From an optimization exercise on the open Yosys and OpenROAD flow, aimed at small area; shortcuts taken in it are not production practice. Function was checked by simulation only, so behaviour that the tests miss may differ from the original. The clock input has no modelled driver; a real chip could not lean on it and would need a root buffer or a full tree. No activity file was given, so power comes from the tool's default toggle rates.

$ cat flow/config.mk
export PLATFORM = sky130hd
export DESIGN_NAME = VendingMachine
export DESIGN_NICKNAME = VendingMachine
export VERILOG_FILES = /design/flow/design.v
export SDC_FILE = /design/flow/constraint.sdc
export NUM_CORES = 4
export LEC_CHECK = 0
export CAP_MARGIN = 20
export CORE_MARGIN = 2
export CORE_UTILIZATION = 60
export SLEW_MARGIN = 20
$ cat flow/constraint.sdc
create_clock -name core_clock -period 10.0 [get_ports {clock}]
set_input_delay 2.0000 -clock core_clock [delete_from_list [all_inputs] [get_ports {clock}]]
set_output_delay 2.0000 -clock core_clock [all_outputs]
set_load 0.01 [all_outputs]
$ cat flow/design.v
module VendingMachine(
  input        clock,
  input        reset,
  input  [4:0] io_price,
  input        io_coin2Raw,
  input        io_coin5Raw,
  input        io_buyRaw,
  output       io_releaseCan,
  output       io_alarm,
  output [6:0] io_seg,
  output [3:0] io_an
);
  reg  [5:0] c2Deb, c5Deb, buyDeb;
  reg  [2:0] st;
  reg  [6:0] sum;
  reg  [7:0] numCan;
  reg  [7:0] scr;
  reg  [3:0] pos1, pos2;
  reg  [4:0] tick;
  reg  [1:0] sel;
  wire [5:0] c2Deb_n, c5Deb_n, buyDeb_n;
  wire [2:0] st_n;
  wire [6:0] sum_n;
  wire [7:0] numCan_n, scr_n;
  wire [3:0] pos1_n, pos2_n;
  wire [4:0] tick_n;
  wire [1:0] sel_n;
  wire       coin2, coin5, buy, alarm, empty;
  deb_next u_c2(.x(c2Deb), .raw(io_coin2Raw), .reset(reset), .nx(c2Deb_n), .on(coin2));
  deb_next u_c5(.x(c5Deb), .raw(io_coin5Raw), .reset(reset), .nx(c5Deb_n), .on(coin5));
  deb_next u_buy(.x(buyDeb), .raw(io_buyRaw), .reset(reset), .nx(buyDeb_n), .on(buy));
  ctrl_next u_ctrl(.st(st), .sum(sum), .numCan(numCan), .coin2(coin2), .coin5(coin5),
    .buy(buy), .price(io_price), .reset(reset), .st_n(st_n), .sum_n(sum_n),
    .numCan_n(numCan_n), .releaseCan(io_releaseCan), .alarm(alarm), .empty(empty));
  scroll_next u_scroll(.scr(scr), .pos1(pos1), .pos2(pos2), .alarm(alarm), .empty(empty),
    .reset(reset), .scr_n(scr_n), .pos1_n(pos1_n), .pos2_n(pos2_n));
  tick_next u_tick(.tick(tick), .sel(sel), .reset(reset), .tick_n(tick_n), .sel_n(sel_n),
    .an(io_an));
  disp u_disp(.alarm(alarm), .empty(empty), .pos1(pos1), .pos2(pos2), .sel(sel),
    .sum(sum), .price(io_price), .seg(io_seg));
  assign io_alarm = alarm;
  always @(posedge clock)
    if (reset) begin
      c2Deb  <= 6'h0;
      c5Deb  <= 6'h0;
      buyDeb <= 6'h0;
      st     <= 3'd1;
      sum    <= 7'h0;
      numCan <= 8'h3;
      scr    <= 8'h00;
      pos1   <= 4'h0;
      pos2   <= 4'h0;
      tick   <= 5'h01;
      sel    <= 2'h0;
    end else begin
      c2Deb  <= c2Deb_n;
      c5Deb  <= c5Deb_n;
      buyDeb <= buyDeb_n;
      st     <= st_n;
      sum    <= sum_n;
      numCan <= numCan_n;
      scr    <= scr_n;
      pos1   <= pos1_n;
      pos2   <= pos2_n;
      tick   <= tick_n;
      sel    <= sel_n;
    end
endmodule
module disp(
  input        alarm,
  input        empty,
  input  [3:0] pos1,
  input  [3:0] pos2,
  input  [1:0] sel,
  input  [6:0] sum,
  input  [4:0] price,
  output [6:0] seg
);
  wire [6:0] t1, t2, num;
  txt1 u_t1(.pos(pos1), .sel(sel), .y(t1));
  txt2 u_t2(.pos(pos2), .sel(sel), .y(t2));
  numseg u_num(.sel(sel), .sum(sum), .price(price), .o(num));
  assign seg = ~(alarm ? t2 : empty ? t1 : num);
endmodule
module deb_next(x, raw, reset, nx, on);
  input [5:0] x;
  wire [5:0] x;
  input raw;
  wire raw;
  input reset;
  wire reset;
  output [5:0] nx;
  wire [5:0] nx;
  output on;
  wire on;
  wire _00_;
  wire _01_;
  wire _02_;
  wire _03_;
  wire _04_;
  wire _05_;
  wire _06_;
  wire _07_;
  assign _00_ = (~(reset));
  assign _01_ = (~(raw));
  assign nx[4] = ((_00_)&(_01_)&(x[3]));
  assign _02_ = (~(raw)&~(x[2]));
  assign nx[3] = (~(reset)&~(_02_));
  assign _03_ = (~(raw)&~(x[1]));
  assign nx[2] = (~(reset)&~(_03_));
  assign _04_ = (~(x[0]));
  assign nx[1] = (~(_01_)&~(reset)) | (~(_04_)&~(reset));
  assign _05_ = ((x[5])) | (~(x[0]));
  assign _06_ = (~(x[2])&~(x[1])&~(x[3])&~(x[4]));
  assign _07_ = ((_06_)) | (~(x[5])) | (~(_04_));
  assign nx[0] = (~(_01_)&~(reset)) | (~(_05_)&~(reset)) | (~(_07_)&~(reset));
  assign nx[5] = ((_00_)&(_01_)&(x[4]));
  assign on = ((x[5])) | (~(_06_));
endmodule
module ctrl_next(st, sum, numCan, coin2, coin5, buy, price, reset, st_n, sum_n, numCan_n, releaseCan, alarm, empty);
  input [2:0] st;
  wire [2:0] st;
  input [6:0] sum;
  wire [6:0] sum;
  input [7:0] numCan;
  wire [7:0] numCan;
  input coin2;
  wire coin2;
  input coin5;
  wire coin5;
  input buy;
  wire buy;
  input [4:0] price;
  wire [4:0] price;
  input reset;
  wire reset;
  output [2:0] st_n;
  wire [2:0] st_n;
  output [6:0] sum_n;
  wire [6:0] sum_n;
  output [7:0] numCan_n;
  wire [7:0] numCan_n;
  output releaseCan;
  wire releaseCan;
  output alarm;
  wire alarm;
  output empty;
  wire empty;
  wire _000_;
  wire _001_;
  wire _002_;
  wire _003_;
  wire _004_;
  wire _005_;
  wire _006_;
  wire _007_;
  wire _008_;
  wire _009_;
  wire _010_;
  wire _011_;
  wire _012_;
  wire _013_;
  wire _014_;
  wire _015_;
  wire _016_;
  wire _017_;
  wire _018_;
  wire _019_;
  wire _020_;
  wire _021_;
  wire _022_;
  wire _023_;
  wire _024_;
  wire _025_;
  wire _026_;
  wire _027_;
  wire _028_;
  wire _029_;
  wire _030_;
  wire _031_;
  wire _032_;
  wire _033_;
  wire _034_;
  wire _035_;
  wire _036_;
  wire _037_;
  wire _038_;
  wire _039_;
  wire _040_;
  wire _041_;
  wire _042_;
  wire _043_;
  wire _044_;
  wire _045_;
  wire _046_;
  wire _047_;
  wire _048_;
  wire _049_;
  wire _050_;
  wire _051_;
  wire _052_;
  wire _053_;
  wire _054_;
  wire _055_;
  wire _056_;
  wire _057_;
  wire _058_;
  wire _059_;
  wire _060_;
  wire _061_;
  wire _062_;
  wire _063_;
  wire _064_;
  wire _065_;
  wire _066_;
  wire _067_;
  wire _068_;
  wire _069_;
  wire _070_;
  wire _071_;
  wire _072_;
  wire _073_;
  wire _074_;
  wire _075_;
  wire _076_;
  wire _077_;
  wire _078_;
  wire _079_;
  assign _032_ = (~(buy));
  assign _033_ = (~(coin2)&~(coin5));
  assign _034_ = (~(numCan[3]));
  assign _035_ = (~(numCan[1]));
  assign _036_ = ((numCan[6])) | ((numCan[4])) | ((numCan[5])) | ((numCan[7]));
  assign _037_ = (~(numCan[0])&~(numCan[2])&~(_036_));
  assign _038_ = (~(_034_)) | (~(_035_)) | (~(_037_));
  assign empty = (~(_038_));
  assign _039_ = (~(st[2]));
  assign _040_ = ((price[4])) | (~(_039_));
  assign _041_ = ((price[3])) | (~(_039_));
  assign _042_ = (~(coin2));
  assign _043_ = (~(_042_)&~(_039_)) | (~(coin5)&~(_039_));
  assign _044_ = ((_039_)&(price[2])) | ((_043_));
  assign _045_ = (~(sum[0]));
  assign _046_ = (~(_045_)&~(_043_)) | (~(st[2])&~(price[0]));
  assign _047_ = (~(st[2])&~(price[1])) | (~(_039_)&~(_042_));
  assign _048_ = ((_046_)&(_047_));
  assign _049_ = (~(sum[1])&~(_048_)) | (~(_046_)&~(_047_));
  assign _050_ = (~(_044_)&~(_049_));
  assign _051_ = (~(_044_)) | (~(_049_));
  assign _052_ = (~(sum[2])&~(_050_)) | (~(_051_));
  assign _053_ = (~(_041_)&~(_052_));
  assign _054_ = (~(_041_)) | (~(_052_));
  assign _055_ = (~(sum[3])&~(_053_)) | (~(_054_));
  assign _056_ = (~(_040_)&~(_055_));
  assign _057_ = (~(sum[4])&~(_056_));
  assign _058_ = (~(_040_)&~(_057_)) | (~(_055_)&~(_057_));
  assign _059_ = (~(sum[5])&~(_058_)&~(sum[6])&~(_032_));
  assign _060_ = (~(_032_)&~(_059_)) | (~(_033_)&~(_059_)) | (~(empty)&~(_059_));
  assign _061_ = (~(st[1]));
  assign _062_ = (~(st[0]));
  assign _063_ = (~(_061_)) | (~(_062_));
  assign _064_ = (~(st[2])&~(_063_));
  assign _065_ = (~(_039_)&~(_061_)) | (~(_032_)&~(_061_));
  assign _066_ = (~(_064_)&~(_065_));
  assign _067_ = ((st[1])&(_066_)) | ((st[2])&(_066_)) | ((_060_)&(_066_));
  assign st_n[1] = (~(reset)&~(_067_));
  assign _068_ = (~(_032_)) | (~(_033_)) | (~(_038_));
  assign _069_ = (~(_061_)) | (~(_039_)) | (~(_068_));
  assign _070_ = (~(_059_)&~(_069_));
  assign _071_ = (~(st[0])&~(_066_));
  assign _072_ = (~(reset));
  assign st_n[0] = (~(_070_)&~(_071_)) | (~(_072_));
  assign _073_ = (~(_064_));
  assign _074_ = (~(numCan[0])&~(_073_));
  assign _075_ = (~(_035_)) | (~(_074_));
  assign _076_ = (~(numCan[2])&~(_075_));
  assign _077_ = (~(_034_)) | (~(_076_));
  assign _078_ = (~(numCan[4])&~(_077_));
  assign _079_ = (~(_078_));
  assign _000_ = (~(numCan[5])&~(_079_));
  assign _001_ = (~(_000_));
  assign _002_ = (~(numCan[6])&~(_001_));
  assign _003_ = (~(numCan[6])&~(_002_)) | (~(_001_)&~(_002_));
  assign numCan_n[6] = (~(reset)&~(_003_));
  assign _004_ = (~(numCan[5])&~(_000_)) | (~(_079_)&~(_000_));
  assign numCan_n[5] = (~(reset)&~(_004_));
  assign _005_ = (~(numCan[4])&~(_078_)) | (~(_077_)&~(_078_));
  assign numCan_n[4] = (~(reset)&~(_005_));
  assign _006_ = ((_034_)&(_077_)) | ((_076_)&(_077_));
  assign numCan_n[3] = (~(reset)&~(_006_));
  assign _007_ = (~(numCan[2])&~(_076_)) | (~(_075_)&~(_076_));
  assign numCan_n[2] = (~(reset)&~(_007_));
  assign numCan_n[1] = (~(_035_)&~(_074_)) | (~(_072_)) | (~(_075_));
  assign numCan_n[0] = ((numCan[0])&(_073_)) | ((reset)) | ((_074_));
  assign _008_ = (~(_040_)&~(_056_)&~(_063_)) | (~(_055_)&~(_056_)&~(_063_));
  assign _009_ = (~(_073_)) | (~(_058_)) | (~(_008_));
  assign _010_ = (~(_073_)&~(_058_)) | (~(_009_));
  assign _011_ = (~(sum[5])&~(_010_));
  assign sum_n[5] = (~(sum[5])&~(reset)&~(_011_)) | (~(_010_)&~(reset)&~(_011_));
  assign _012_ = (~(sum[4])&~(_008_)) | (~(_072_));
  assign sum_n[4] = (~(sum[4])&~(_012_)) | (~(_008_)&~(_012_));
  assign _013_ = (~(_063_)&~(_053_));
  assign _014_ = (~(_054_)&~(sum[3])) | (~(_013_)&~(sum[3]));
  assign sum_n[3] = (~(_054_)&~(_014_)&~(reset)) | (~(_013_)&~(_014_)&~(reset)) | (~(sum[3])&~(_014_)&~(reset));
  assign _015_ = (~(_063_)&~(_050_));
  assign _016_ = (~(_051_)&~(sum[2])) | (~(_015_)&~(sum[2]));
  assign sum_n[2] = (~(_051_)&~(reset)&~(_016_)) | (~(_015_)&~(reset)&~(_016_)) | (~(sum[2])&~(reset)&~(_016_));
  assign _017_ = (~(_046_)&~(_047_));
  assign _018_ = (~(_063_)&~(_017_)&~(_048_));
  assign _019_ = (~(sum[1])&~(_018_));
  assign sum_n[1] = (~(sum[1])&~(reset)&~(_019_)) | (~(_018_)&~(reset)&~(_019_));
  assign _020_ = (~(_063_)&~(_043_));
  assign _021_ = (~(st[2])&~(price[0])) | (~(_020_));
  assign _022_ = (~(_045_)&~(_021_));
  assign sum_n[0] = (~(_045_)&~(reset)&~(_022_)) | (~(_021_)&~(reset)&~(_022_));
  assign _023_ = (~(_061_)) | (~(st[0])) | (~(_033_));
  assign releaseCan = (~(st[2])&~(st[0]));
  assign _024_ = (~(buy)&~(releaseCan)&~(_069_));
  assign _025_ = (~(st[2])&~(_024_)) | (~(_023_)&~(_024_));
  assign st_n[2] = (~(reset)&~(_025_));
  assign _026_ = (~(numCan[7])&~(_002_));
  assign numCan_n[7] = (~(numCan[7])&~(reset)&~(_026_)) | (~(_002_)&~(reset)&~(_026_));
  assign _027_ = (~(sum[5]));
  assign _028_ = (~(_058_));
  assign _029_ = (~(sum[5])&~(_028_)) | (~(_027_)&~(_058_)) | (~(_010_));
  assign _030_ = (~(sum[6])&~(_029_));
  assign _031_ = (~(sum[6])&~(_030_)) | (~(_029_)&~(_030_));
  assign sum_n[6] = (~(reset)&~(_031_));
  assign alarm = (~(_061_)&~(_062_));
endmodule
module scroll_next(scr, pos1, pos2, alarm, empty, reset, scr_n, pos1_n, pos2_n);
  input [7:0] scr;
  wire [7:0] scr;
  input [3:0] pos1;
  wire [3:0] pos1;
  input [3:0] pos2;
  wire [3:0] pos2;
  input alarm;
  wire alarm;
  input empty;
  wire empty;
  input reset;
  wire reset;
  output [7:0] scr_n;
  wire [7:0] scr_n;
  output [3:0] pos1_n;
  wire [3:0] pos1_n;
  output [3:0] pos2_n;
  wire [3:0] pos2_n;
  wire _00_;
  wire _01_;
  wire _02_;
  wire _03_;
  wire _04_;
  wire _05_;
  wire _06_;
  wire _07_;
  wire _08_;
  wire _09_;
  wire _10_;
  wire _11_;
  wire _12_;
  wire _13_;
  wire _14_;
  wire _15_;
  wire _16_;
  wire _17_;
  wire _18_;
  wire _19_;
  wire _20_;
  wire _21_;
  wire _22_;
  wire _23_;
  wire _24_;
  wire _25_;
  wire _26_;
  wire _27_;
  wire _28_;
  wire _29_;
  wire _30_;
  wire _31_;
  wire _32_;
  wire _33_;
  wire _34_;
  wire _35_;
  assign _00_ = (~(reset));
  assign _01_ = (~(scr[3])) | (~(scr[7])) | (~(scr[6]));
  assign _02_ = (~(_01_)&(pos2[0]));
  assign _03_ = (~(pos2[1])) | (~(_02_));
  assign _04_ = (~(_00_)) | (~(_03_));
  assign _05_ = (~(pos2[3])&~(_03_)&~(reset));
  assign _06_ = (~(pos2[2])&~(_05_));
  assign pos2_n[2] = (~(pos2[2])&~(_06_)) | (~(_04_)&~(_06_));
  assign _07_ = (~(pos2[1])&~(_02_));
  assign pos2_n[1] = (~(_04_)&~(_07_));
  assign _08_ = (~(_01_));
  assign _09_ = (~(pos2[0])&~(_08_));
  assign pos2_n[0] = (~(reset)&~(_09_)&~(_02_));
  assign _10_ = (~(pos1[1]));
  assign _11_ = (~(pos1[0])) | (~(_08_));
  assign _12_ = (~(_10_)&~(_11_));
  assign _13_ = ((pos1[2])&(_12_));
  assign _14_ = (~(pos1[2])&~(_12_));
  assign _15_ = (~(pos1[2])) | (~(pos1[1])) | (~(pos1[3]));
  assign _16_ = (~(_01_)&~(_15_)) | (~(_00_));
  assign pos1_n[2] = (~(_13_)&~(_14_)&~(_16_));
  assign pos1_n[1] = (~(_10_)&~(_12_)&~(_16_)) | (~(_11_)&~(_12_)&~(_16_));
  assign _17_ = (~(pos1[0])&~(_08_)) | (~(_11_));
  assign pos1_n[0] = (~(_16_)&~(_17_));
  assign _18_ = (~(alarm)&~(empty));
  assign _19_ = (~(_18_)&(scr[0]));
  assign _20_ = ((scr[1])&(_19_)&(scr[2]));
  assign _21_ = ((scr[3])&(_20_)&(scr[4]));
  assign _22_ = ((scr[5])&(_21_));
  assign _23_ = (~(scr[6])&~(_22_));
  assign _24_ = (~(_01_)&~(_18_)) | (~(_00_));
  assign _25_ = ((scr[5])&(_21_)&(scr[6]));
  assign scr_n[6] = (~(_23_)&~(_24_)&~(_25_));
  assign _26_ = (~(scr[5])&~(_21_));
  assign scr_n[5] = (~(_24_)&~(_26_)&~(_22_));
  assign _27_ = ((scr[3])&(_20_));
  assign _28_ = (~(scr[4])&~(_27_));
  assign scr_n[4] = (~(_24_)&~(_28_)&~(_21_));
  assign _29_ = (~(scr[3])&~(_20_));
  assign scr_n[3] = (~(_24_)&~(_29_)&~(_27_));
  assign _30_ = ((scr[1])&(_19_));
  assign _31_ = (~(scr[2])&~(_30_));
  assign scr_n[2] = (~(_24_)&~(_31_)&~(_20_));
  assign _32_ = (~(scr[1])&~(_19_));
  assign scr_n[1] = (~(_24_)&~(_32_)&~(_30_));
  assign _33_ = (~(alarm)&~(empty)&~(scr[0]));
  assign scr_n[0] = (~(_24_)&~(_33_)&~(_19_));
  assign pos2_n[3] = ((_00_)&(_03_)&(pos2[3])) | ((pos2[2])&(_05_));
  assign _34_ = (~(pos1[3])&~(_13_));
  assign pos1_n[3] = (~(_16_)&~(_34_));
  assign _35_ = (~(scr[7])&~(_25_));
  assign scr_n[7] = (~(_24_)&~(_35_));
endmodule
module tick_next(tick, sel, reset, tick_n, sel_n, an);
  input [4:0] tick;
  wire [4:0] tick;
  input [1:0] sel;
  wire [1:0] sel;
  input reset;
  wire reset;
  output [4:0] tick_n;
  wire [4:0] tick_n;
  output [1:0] sel_n;
  wire [1:0] sel_n;
  output [3:0] an;
  wire [3:0] an;
  wire _00_;
  wire _01_;
  wire _02_;
  wire _03_;
  wire _04_;
  wire _05_;
  wire _06_;
  wire _07_;
  wire _08_;
  assign _00_ = (~(sel[0]));
  assign _01_ = (~(tick[0]));
  assign _02_ = (~(tick[2]));
  assign _03_ = (~(_02_)&~(tick[4]));
  assign _04_ = (~(tick[1])) | (~(_01_)) | (~(_03_));
  assign _05_ = (~(_00_)&~(_04_));
  assign sel_n[0] = (~(_00_)&~(reset)&~(_05_)) | (~(_04_)&~(reset)&~(_05_));
  assign _06_ = ((reset)) | (~(_04_));
  assign tick_n[3] = (~(_02_)&~(_06_));
  assign tick_n[2] = (~(_06_)&(tick[1]));
  assign tick_n[1] = (~(reset)&~(_01_));
  assign tick_n[0] = ((_02_)&(tick[4])) | ((reset)) | ((_03_));
  assign _07_ = (~(sel[1]));
  assign an[1] = (~(sel[0])) | (~(_07_));
  assign an[0] = (~(_00_)) | (~(_07_));
  assign an[2] = (~(_00_)) | (~(sel[1]));
  assign an[3] = (~(sel[0])) | (~(sel[1]));
  assign _08_ = (~(sel[1])&~(_05_));
  assign sel_n[1] = (~(sel[1])&~(_08_)&~(reset)) | (~(_05_)&~(_08_)&~(reset));
  assign tick_n[4] = (~(_06_)&(tick[3]));
endmodule
module txt1(pos, sel, y);
  input [3:0] pos;
  wire [3:0] pos;
  input [1:0] sel;
  wire [1:0] sel;
  output [6:0] y;
  wire [6:0] y;
  wire _00_;
  wire _01_;
  wire _02_;
  wire _03_;
  wire _04_;
  wire _05_;
  wire _06_;
  wire _07_;
  wire _08_;
  wire _09_;
  wire _10_;
  wire _11_;
  wire _12_;
  wire _13_;
  wire _14_;
  wire _15_;
  wire _16_;
  wire _17_;
  wire _18_;
  wire _19_;
  wire _20_;
  wire _21_;
  wire _22_;
  wire _23_;
  wire _24_;
  wire _25_;
  wire _26_;
  wire _27_;
  wire _28_;
  wire _29_;
  wire _30_;
  assign _00_ = (~(pos[0]));
  assign _01_ = (~(_00_)) | (~(sel[0]));
  assign _02_ = (~(_01_));
  assign _03_ = (~(pos[1])&(sel[1]));
  assign _04_ = (~(_03_));
  assign _05_ = (~(pos[2])) | (~(_04_));
  assign _06_ = (~(_05_));
  assign _07_ = (~(sel[1])&(pos[1]));
  assign _08_ = (~(_07_)&~(_03_));
  assign _09_ = (~(pos[3])&~(_08_)) | (~(pos[2])&~(_07_));
  assign _10_ = (~(_00_)&~(sel[0]));
  assign _11_ = (~(_10_));
  assign _12_ = (~(pos[3])&~(_06_)) | (~(_09_)) | (~(_11_));
  assign _13_ = (~(_02_)&~(_12_));
  assign _14_ = (~(_01_)&~(_07_));
  assign _15_ = (~(pos[2])&~(_04_));
  assign _16_ = (~(pos[2])&~(_07_)) | (~(_02_));
  assign _17_ = (~(_11_)&~(_15_)) | (~(_16_));
  assign _18_ = (~(_05_)&~(_14_)) | (~(_17_));
  assign _19_ = (~(_18_));
  assign _20_ = (~(pos[3])&~(_09_)&~(_10_)) | (~(_06_)&~(_09_)&~(_10_));
  assign y[5] = ((_13_)) | ((_19_)) | ((_20_));
  assign _21_ = (~(_08_));
  assign _22_ = (~(_21_)&~(_19_));
  assign _23_ = (~(pos[3])) | (~(_22_));
  assign _24_ = ((_21_)&(_16_)) | ((_02_)&(_08_)) | ((pos[3]));
  assign _25_ = (~(_23_));
  assign y[2] = (~(_12_)&~(_25_)) | (~(_24_)&~(_25_));
  assign _26_ = (~(y[5])&~(y[2]));
  assign y[4] = (~(_13_)&~(_26_)) | (~(_23_)&~(_26_));
  assign _27_ = (~(_13_));
  assign y[3] = (~(_27_)) | (~(_18_));
  assign _28_ = (~(_27_)&~(_22_)) | (~(_18_)&~(_22_));
  assign _29_ = (~(_09_)&~(_20_)) | (~(_28_)&~(_20_));
  assign y[1] = (~(_24_)&~(_29_));
  assign y[0] = (~(_29_));
  assign _30_ = (~(pos[3])&~(_18_));
  assign y[6] = (~(_25_)&~(_26_)&~(_30_));
endmodule
module txt2(pos, sel, y);
  input [3:0] pos;
  wire [3:0] pos;
  input [1:0] sel;
  wire [1:0] sel;
  output [6:0] y;
  wire [6:0] y;
  wire _00_;
  wire _01_;
  wire _02_;
  wire _03_;
  wire _04_;
  wire _05_;
  wire _06_;
  wire _07_;
  wire _08_;
  wire _09_;
  wire _10_;
  wire _11_;
  wire _12_;
  wire _13_;
  wire _14_;
  wire _15_;
  wire _16_;
  wire _17_;
  wire _18_;
  wire _19_;
  wire _20_;
  assign _00_ = (~(sel[1]));
  assign _01_ = (~(_00_)&~(pos[1]));
  assign _02_ = (~(_00_)&~(_01_)) | (~(pos[1])&~(_01_));
  assign _03_ = (~(_02_));
  assign _04_ = (~(pos[0]));
  assign _05_ = (~(_04_)&~(sel[0]));
  assign _06_ = (~(_03_)) | (~(_05_));
  assign _07_ = ((_04_)&(sel[0])&(_02_));
  assign _08_ = (~(_01_)&~(_07_));
  assign _09_ = (~(pos[2])&~(_08_));
  assign _10_ = (~(pos[3])&~(_09_));
  assign _11_ = (~(pos[3])&~(_10_)) | (~(_09_)&~(_10_));
  assign _12_ = (~(_07_)&~(_11_));
  assign _13_ = (~(_06_)) | (~(_12_));
  assign y[5] = (~(_13_));
  assign _14_ = (~(pos[2])&~(pos[3])) | (~(_08_)&~(pos[3]));
  assign _15_ = (~(_03_)&~(_05_)) | (~(_06_));
  assign y[4] = (~(_14_)&~(_11_)) | (~(_15_)&~(_11_));
  assign _16_ = (~(pos[2]));
  assign _17_ = (~(y[5])&~(y[4])) | (~(_15_));
  assign _18_ = (~(_16_)&~(_17_));
  assign _19_ = (~(_04_)&~(_05_)) | (~(sel[0])&~(_05_));
  assign _20_ = (~(_16_)&~(y[5])) | (~(_02_)&~(y[5])) | (~(_19_)&~(y[5]));
  assign y[3] = (~(_18_)&~(_20_));
  assign y[2] = (~(_13_)&~(_18_));
  assign y[1] = (~(_20_));
  assign y[0] = (~(_14_)&~(_20_)) | (~(_19_)&~(_20_));
  assign y[6] = (~(_17_));
endmodule
module numseg(sel, sum, price, o);
  input [1:0] sel;
  wire [1:0] sel;
  input [6:0] sum;
  wire [6:0] sum;
  input [4:0] price;
  wire [4:0] price;
  output [6:0] o;
  wire [6:0] o;
  wire _000_;
  wire _001_;
  wire _002_;
  wire _003_;
  wire _004_;
  wire _005_;
  wire _006_;
  wire _007_;
  wire _008_;
  wire _009_;
  wire _010_;
  wire _011_;
  wire _012_;
  wire _013_;
  wire _014_;
  wire _015_;
  wire _016_;
  wire _017_;
  wire _018_;
  wire _019_;
  wire _020_;
  wire _021_;
  wire _022_;
  wire _023_;
  wire _024_;
  wire _025_;
  wire _026_;
  wire _027_;
  wire _028_;
  wire _029_;
  wire _030_;
  wire _031_;
  wire _032_;
  wire _033_;
  wire _034_;
  wire _035_;
  wire _036_;
  wire _037_;
  wire _038_;
  wire _039_;
  wire _040_;
  wire _041_;
  wire _042_;
  wire _043_;
  wire _044_;
  wire _045_;
  wire _046_;
  wire _047_;
  wire _048_;
  wire _049_;
  wire _050_;
  wire _051_;
  wire _052_;
  wire _053_;
  wire _054_;
  wire _055_;
  wire _056_;
  assign _000_ = (~(sel[1]));
  assign _001_ = (~(_000_)&~(sum[0]));
  assign _002_ = (~(sel[1])&~(price[0]));
  assign _003_ = (~(sel[1])) | (~(sum[6]));
  assign _004_ = (~(sum[4])&~(_003_)&~(sum[5]));
  assign _005_ = (~(_000_)&~(sum[6]));
  assign _006_ = (~(sum[5])) | (~(_005_));
  assign _007_ = (~(sum[3])&~(_006_)&~(sum[4]));
  assign _008_ = (~(_006_)&~(_007_));
  assign _009_ = (~(_004_)&~(_008_));
  assign _010_ = (~(_000_)&~(sum[3])) | (~(sel[1])&~(price[3]));
  assign _011_ = (~(_009_)&~(_010_));
  assign _012_ = (~(_009_)&~(_011_)) | (~(_010_)&~(_011_));
  assign _013_ = (~(sum[4])&~(_005_));
  assign _014_ = (~(sum[4])&~(_013_)) | (~(_003_)&~(_013_));
  assign _015_ = (~(sel[1])&~(price[4]));
  assign _016_ = (~(_014_)&~(_015_));
  assign _017_ = (~(sum[3])&~(_006_)) | (~(_016_));
  assign _018_ = (~(_000_)&~(sum[2])) | (~(sel[1])&~(price[2]));
  assign _019_ = (~(_018_));
  assign _020_ = (~(_012_)&~(_017_)&~(_019_));
  assign _021_ = (~(_003_)&~(_020_)&(sum[5]));
  assign _022_ = (~(sel[0])&~(_021_));
  assign _023_ = (~(_022_));
  assign _024_ = (~(_004_)&~(_007_));
  assign _025_ = (~(_017_)&~(_020_)) | (~(_024_));
  assign _026_ = (~(_025_));
  assign _027_ = (~(_019_)&~(_026_));
  assign _028_ = (~(_000_)&~(sum[1])) | (~(sel[1])&~(price[1]));
  assign _029_ = ((_027_)) | ((_028_));
  assign _030_ = (~(_012_)) | (~(_029_));
  assign _031_ = (~(_018_)&~(_025_));
  assign _032_ = (~(_019_)&~(_017_)) | (~(_024_));
  assign _033_ = (~(_012_)&~(_032_)) | (~(_030_)&~(_031_));
  assign _034_ = ((_021_)) | (~(sel[0]));
  assign _035_ = (~(_001_)&~(_002_)&~(_023_)) | (~(_033_)&~(_034_));
  assign _036_ = (~(_019_)&~(_017_));
  assign _037_ = ((_012_)&(_036_)) | ((_029_)&(_036_)) | ((_012_)&(_030_)) | ((_029_)&(_030_));
  assign _038_ = (~(_033_));
  assign _039_ = (~(_028_)) | (~(_038_));
  assign _040_ = (~(_039_));
  assign _041_ = (~(_028_)&~(_038_));
  assign _042_ = (~(_040_)&~(_041_));
  assign _043_ = (~(_026_)&~(_034_)) | (~(_023_)&~(_042_));
  assign _044_ = (~(_043_));
  assign _045_ = (~(_003_)&~(_034_)) | (~(_023_)&~(_037_)) | (~(_044_));
  assign _046_ = (~(_045_));
  assign _047_ = (~(_027_)&~(_031_));
  assign _048_ = (~(_039_)&~(_047_));
  assign _049_ = (~(_027_)&~(_031_)&~(_040_));
  assign _050_ = (~(_023_)&~(_048_)&~(_049_)) | (~(_009_)&~(_022_));
  assign o[4] = (~(_045_)&~(_050_)) | (~(_035_)&~(_046_));
  assign _051_ = (~(_050_));
  assign _052_ = (~(_035_)&~(_051_));
  assign _053_ = (~(_035_)&~(_052_)) | (~(_051_)&~(_052_));
  assign _054_ = (~(_043_)&~(_053_));
  assign _055_ = (~(_044_)&~(_052_));
  assign o[5] = (~(_055_));
  assign _056_ = (~(_051_)&~(o[5]));
  assign o[3] = (~(_054_)&~(_056_));
  assign o[2] = (~(_035_)&~(_055_)) | (~(o[4]));
  assign o[1] = (~(_035_)&~(_045_)) | (~(_046_)&~(_052_));
  assign o[0] = ((_053_)) | (~(_046_));
  assign o[6] = (~(_046_)&~(_056_)) | (~(_051_)&~(_056_));
endmodule
$ cat flow/flow/run.sh
#!/bin/bash
# Own layout flow: the standard layout (standard.sh) with three changes:
#  - synthesis maps the logic with an area-only ABC script (dc2, dch, amap; no timing-driven
#    buffering or up-sizing; the 10 ns clock leaves ample slack),
#  - ports are buffered with sky130_fd_sc_hd__buf_1,
#  - the clock tree keeps only 5 of its leaf buffers (collapse_clock.tcl).
# Each make run's full output goes to its own log file in the work folder.
set -euo pipefail
W=$PWD
F=$W/flow

# synthesis script: the standard flow's own, with the abc call pointed at our ABC script
{
  echo 'proc abc {args} {'
  echo '  set i [lsearch -exact $args -script]'
  echo "  if {\$i >= 0} { lset args [expr {\$i + 1}] $F/abc_min.script }"
  echo '  yosys abc {*}$args'
  echo '}'
  cat "$W/synth_recipe.tcl"
} > "$W/own_synth.tcl"

EXTRA=(
  "SYNTH_SCRIPT=$W/own_synth.tcl"
  "BUFFER_PORTS_ARGS=-buffer_cell sky130_fd_sc_hd__buf_1"
  "CTS_ARGS=-sink_clustering_enable -repair_clock_nets -dont_use_dummy_load -buf_list sky130_fd_sc_hd__clkbuf_8 -root_buf sky130_fd_sc_hd__clkbuf_8 -apply_ndr none"
  "POST_CTS_TCL=$F/collapse_clock.tcl"
)

bash "$W/standard.sh" "${EXTRA[@]}" synth > "$W/synth.log" 2>&1
bash "$W/standard.sh" "${EXTRA[@]}" finish > "$W/layout.log" 2>&1
test -s "$W/out/final.def"
$ cat flow/flow/abc_min.script
strash; dc2; dc2; dch -f; amap; topo
$ cat flow/flow/collapse_clock.tcl
# POST_CTS hook: the design has few registers, so keep only K of the H-tree's
# leaf buffers (the K that best cover the registers), drive every register
# from its nearest kept leaf buffer, and delete the other leaf buffers.
set K [expr {[info exists ::env(CLOCK_LEAVES)] ? $::env(CLOCK_LEAVES) : 5}]
set block [ord::get_db_block]
set root [$block findInst clkbuf_0_clock]
set rootOut [[$root findITerm X] getNet]
set leaves {}
set sinks {}
foreach it [$rootOut getITerms] {
  set inst [$it getInst]
  if {$inst eq $root} { continue }
  if {[string match "sky130_fd_sc_hd__clkbuf_*" [[$inst getMaster] getName]]} {
    lappend leaves $inst
    foreach s [[[$inst findITerm X] getNet] getITerms] {
      if {[$s getInst] ne $inst} { lappend sinks $s }
    }
  } else {
    lappend sinks $it
  }
}
proc loc {inst} {
  set b [$inst getBBox]
  return [list [expr {([$b xMin] + [$b xMax]) / 2}] [expr {([$b yMin] + [$b yMax]) / 2}]]
}
proc dist {a b} { expr {abs([lindex $a 0] - [lindex $b 0]) + abs([lindex $a 1] - [lindex $b 1])} }
proc combos {lst k} {
  if {$k == 0} { return [list {}] }
  if {[llength $lst] < $k} { return {} }
  set out {}
  set first [lindex $lst 0]
  foreach c [combos [lrange $lst 1 end] [expr {$k - 1}]] { lappend out [concat [list $first] $c] }
  foreach c [combos [lrange $lst 1 end] $k] { lappend out $c }
  return $out
}
set sinkLoc {}
foreach s $sinks { lappend sinkLoc [loc [$s getInst]] }
if {$K > [llength $leaves]} { set K [llength $leaves] }
set best {}
set bestCost -1
foreach c [combos $leaves $K] {
  set cost 0
  foreach sl $sinkLoc {
    set m -1
    foreach l $c { set d [dist $sl [loc $l]]; if {$m < 0 || $d < $m} { set m $d } }
    incr cost $m
  }
  if {$bestCost < 0 || $cost < $bestCost} { set bestCost $cost; set best $c }
}
# reassign every sink to its nearest kept leaf
foreach s $sinks sl $sinkLoc {
  set m -1
  set to {}
  foreach l $best { set d [dist $sl [loc $l]]; if {$m < 0 || $d < $m} { set m $d; set to $l } }
  set net [[$to findITerm X] getNet]
  if {[$s getNet] ne $net} { $s disconnect; $s connect $net }
}
set removed 0
foreach l $leaves {
  if {[lsearch -exact $best $l] >= 0} { continue }
  set out [[$l findITerm X] getNet]
  [$l findITerm A] disconnect
  [$l findITerm X] disconnect
  odb::dbInst_destroy $l
  odb::dbNet_destroy $out
  incr removed
}
puts "collapse_clock: kept [llength $best] of [llength $leaves] leaf buffers, removed $removed, [llength $sinks] sinks"
detailed_placement
estimate_parasitics -placement
$ cat flow/standard.sh
#!/bin/bash
# synth_recipe.tcl (not shown) runs the flow's synth.tcl, then flattens the netlist and writes it again
# the make line also repeats each setting of config.mk as NAME=value (left out here)
make -C /OpenROAD-flow-scripts/flow DESIGN_CONFIG=/design/flow/config.mk WORK_HOME=/design/flow/orfs CLKGATE_MAP_FILE= SYNTH_SCRIPT=/design/flow/synth_recipe.tcl "${@:-finish}"
==> results.toml <==
[global_route]
grt_max_degree = 37
grt-ovfl-total = 0
grt_usage = 0.240
antenna_found_initial = 0
grt_pass1_vias = 2530
grt_pass1_wl_mm = 10.8

[cells_and_area]
final_common_cell = "nor2_1"
final_layout_size_suffix_gt1_frac = 0.0161
num_antenna_cells = 0
layout_common_cells = "nor2_1, dfxtp_1, clkinv_1, nand2_1, buf_1"
areaGrowthSynthToFinish_pct = 8.58
nets = 465
final_area_um2 = 3250
instances_no_fill = 502

[drt]
vias = 2750
drt-pass1-iter-count = 4
totalWireLength_mm = 6.22
detail_route.wl_per_cell_um = 12.4
drt-initial-drc-count = 129
detail-route-antenna-nets = 0
viasPerCell = 5.48
post-route-drc-count = 0

[worst_hold_path]
hp-class = "reg -> reg"

[synthesis]
synth_warnings = 1
synth_cells = 406
syn-num-nets = 434
ys_ff_latch = 59
syn_avg_cell_area_um2 = 7.36
synthesis.area_um2 = 2990
ys_seq_area_frac = 0.395
yosysUniqueCellTypes = 32

[placement]
hpwlAfterDp_mm = 4.70
gp_congestion = 0.894
place_area_um2 = 3160
port_buffers = 22
dp_cells = 496

[die]
boundaryPins = 23
die_y_um = 74.6
die_area_um2 = 5560
core_area_um2 = 4750
rows = 25
start_util = 0.629
dieWidth_um = 74.6

[clocking]
clk-insertion-delay-late_ns = 0.31
cts_sinks = 59
clk_pin_slew_ns = 0.08

[timing]
post-route-period-util = 0.757
worstMarginPinSlew_ns = 0.850
drv_slew = 0
holdWs_ns = 0.432
rsz0062_at_grt = "no"
tns_ns = 0
hold_violations = 0
max_clock_freq_ghz = 0.132
relSlewSlack = 0.427
post-route-min-period_ns = 7.57
fin_skew_ns = 0.0130
finalSetupViolCount = 0

[critical_path]
required_ns = 8.00
crit_type = "reg -> out"
start_kind = "register"
crit_fanout = 12
crit_path_end_kind = "output pin"
crit_arrival_ns = 5.57

[outcome]
status = "timing/DRC/antenna clean"

[power_and_ir_drop]
p_leak_uw = 0.00123
ir_drop_mv = 0.138
power_uw = 560
power_density_nw_per_um2 = 173

[job]
drv_cap = 0
## sequential cells by signal, summed over array words and instances, names as in the netlist
signal,count
sel,2
c5Deb,6
buyDeb,6
pos2,4
scr,8
st,3
sum,7
pos1,4
numCan,8
tick,5
c2Deb,6
## synthesized netlist by cell type
master / count / share of area
a211o_1: 2 / 0.0059
a211oi_1: 11 / 0.028
a21oi_1: 17 / 0.028
a222oi_1: 1 / 0.0033
a311oi_1: 1 / 0.0029
a31oi_1: 8 / 0.017
and2_0: 3 / 0.0063
and3_1: 14 / 0.029
clkinv_1: 53 / 0.067
dfxtp_1: 59 / 0.40
ha_1: 18 / 0.075
nand2_1: 24 / 0.030
nand3_1: 7 / 0.012
nand4_1: 1 / 0.0021
nor2_1: 103 / 0.13
nor2b_1: 9 / 0.019
nor3_1: 21 / 0.035
nor4_1: 4 / 0.0084
o211ai_1: 1 / 0.0025
o21a_1: 4 / 0.010
o21ai_0: 19 / 0.032
o21bai_1: 1 / 0.0025
o221ai_1: 2 / 0.0059
o22a_1: 1 / 0.0029
o22ai_1: 10 / 0.021
o311a_1: 1 / 0.0033
o31ai_1: 2 / 0.0050
o32a_1: 1 / 0.0033
o32ai_1: 1 / 0.0029
o41ai_1: 1 / 0.0029
or2_0: 3 / 0.0063
or3_1: 3 / 0.0063
## power by group
group,internal (µW),switching (µW)
Combinational,58.5,100
Clock,54.0,68.2
Sequential,258,21.5
Total,370,190
## worst paths after layout
kind / from / end / slack, ns / cells after the start
max: sel[1]$_SDFF_PP0_ / io_seg[6] / 2.43 / 26
min: tick[0]$_SDFF_PP1_ / tick[1]$_SDFF_PP0_ / 0.43 / 2
max reg2reg: st[2]$_SDFF_PP0_ / sum[6]$_SDFF_PP0_ / 6.38 / 17
min reg2reg: tick[0]$_SDFF_PP1_ / tick[1]$_SDFF_PP0_ / 0.43 / 2
## cell type report
class                   instances  area (µm²)
fillers                       429        1510
flip-flops and latches         59        1180
repair buffers                 23        90.1
well taps                      67        83.8
inverters                      53         199
clock buffers                   6        82.6
multi-input cells             294        1610
## critical path, stage by stage (launching register included)
cell	delay (ns)
dfxtp_1	0.62
clkinv_1	0.40
nor2_1	0.29
nand3_1	0.15
nor2_1	0.16
clkinv_1	0.08
a31oi_1	0.30
nor2_1	0.09
a21oi_1	0.26
nor3_1	0.10
o21ai_0	0.29
ha_1	0.20
or2_0	0.13
nand2_1	0.09
o32ai_1	0.19
clkinv_1	0.14
ha_1	0.21
nor2_1	0.10
a21oi_1	0.05
o22ai_1	0.26
ha_1	0.23
nor2b_1	0.06
a21oi_1	0.18
o21ai_0	0.14
a222oi_1	0.28
clkinv_1	0.11
buf_1	0.14
## through the flow
step / worst slack [ns] / util
6_report: 2.43 / 0.683
2_1_floorplan: 3.17 / -
3_5_place_dp: 2.58 / 0.665
3_3_place_gp: 2.79 / 0.665
5_1_grt: 1.79 / 0.683
## cell families (layout without fill, tap and decap cells)
kind of cell | Yosys count | after routing | synth area share
compound gates | 84 | 84 | 0.179
fa+ha+maj | 18 | 18 | 0.0753
buf+inv | 53 | 82 | 0.0666
flops | 59 | 59 | 0.395
simple gates | 192 | 192 | 0.284
## layer usage
metal | global-route usage | wire length (µm) | share of wire | vias up
met5 | 0 | 0 | 0 | -
met4 | 0.0298 | 89 | 0.014 | 0
met3 | 0.0149 | 238 | 0.038 | 8
met2 | 0.427 | 2810 | 0.45 | 54
met1 | 0.331 | 3080 | 0.50 | 1235
li1 | - | - | - | 1453

## what the ideal ports hide
No port has a modelled driver above. Below, the same layout with a new extraction and two added sets of constraints. Step 1 assumes that a clkbuf_16 drives the clock port and a buf_2 every other input. Step 2 adds t to the input delays and takes it off the output delays; t is the mean of the earliest and latest rising clock arrival at the registers after step 1. Input paths then give back, and output paths get back, about the clock's delay inside the block. Three values: ideal, step 1, step 2; two values: the first two.
shift t [ns]: 0.335
setup slack, ns: 2.434 / 2.406 / 2.461
worst hold slack (ns): 0.432 / 0.432 / 0.432
worst slew at a driven data input, ns: 0.04
After both steps setup and hold are still met in this run. For this run, drivers alone change the setup slack by -0.028 ns; drivers and shift together by +0.027 ns.
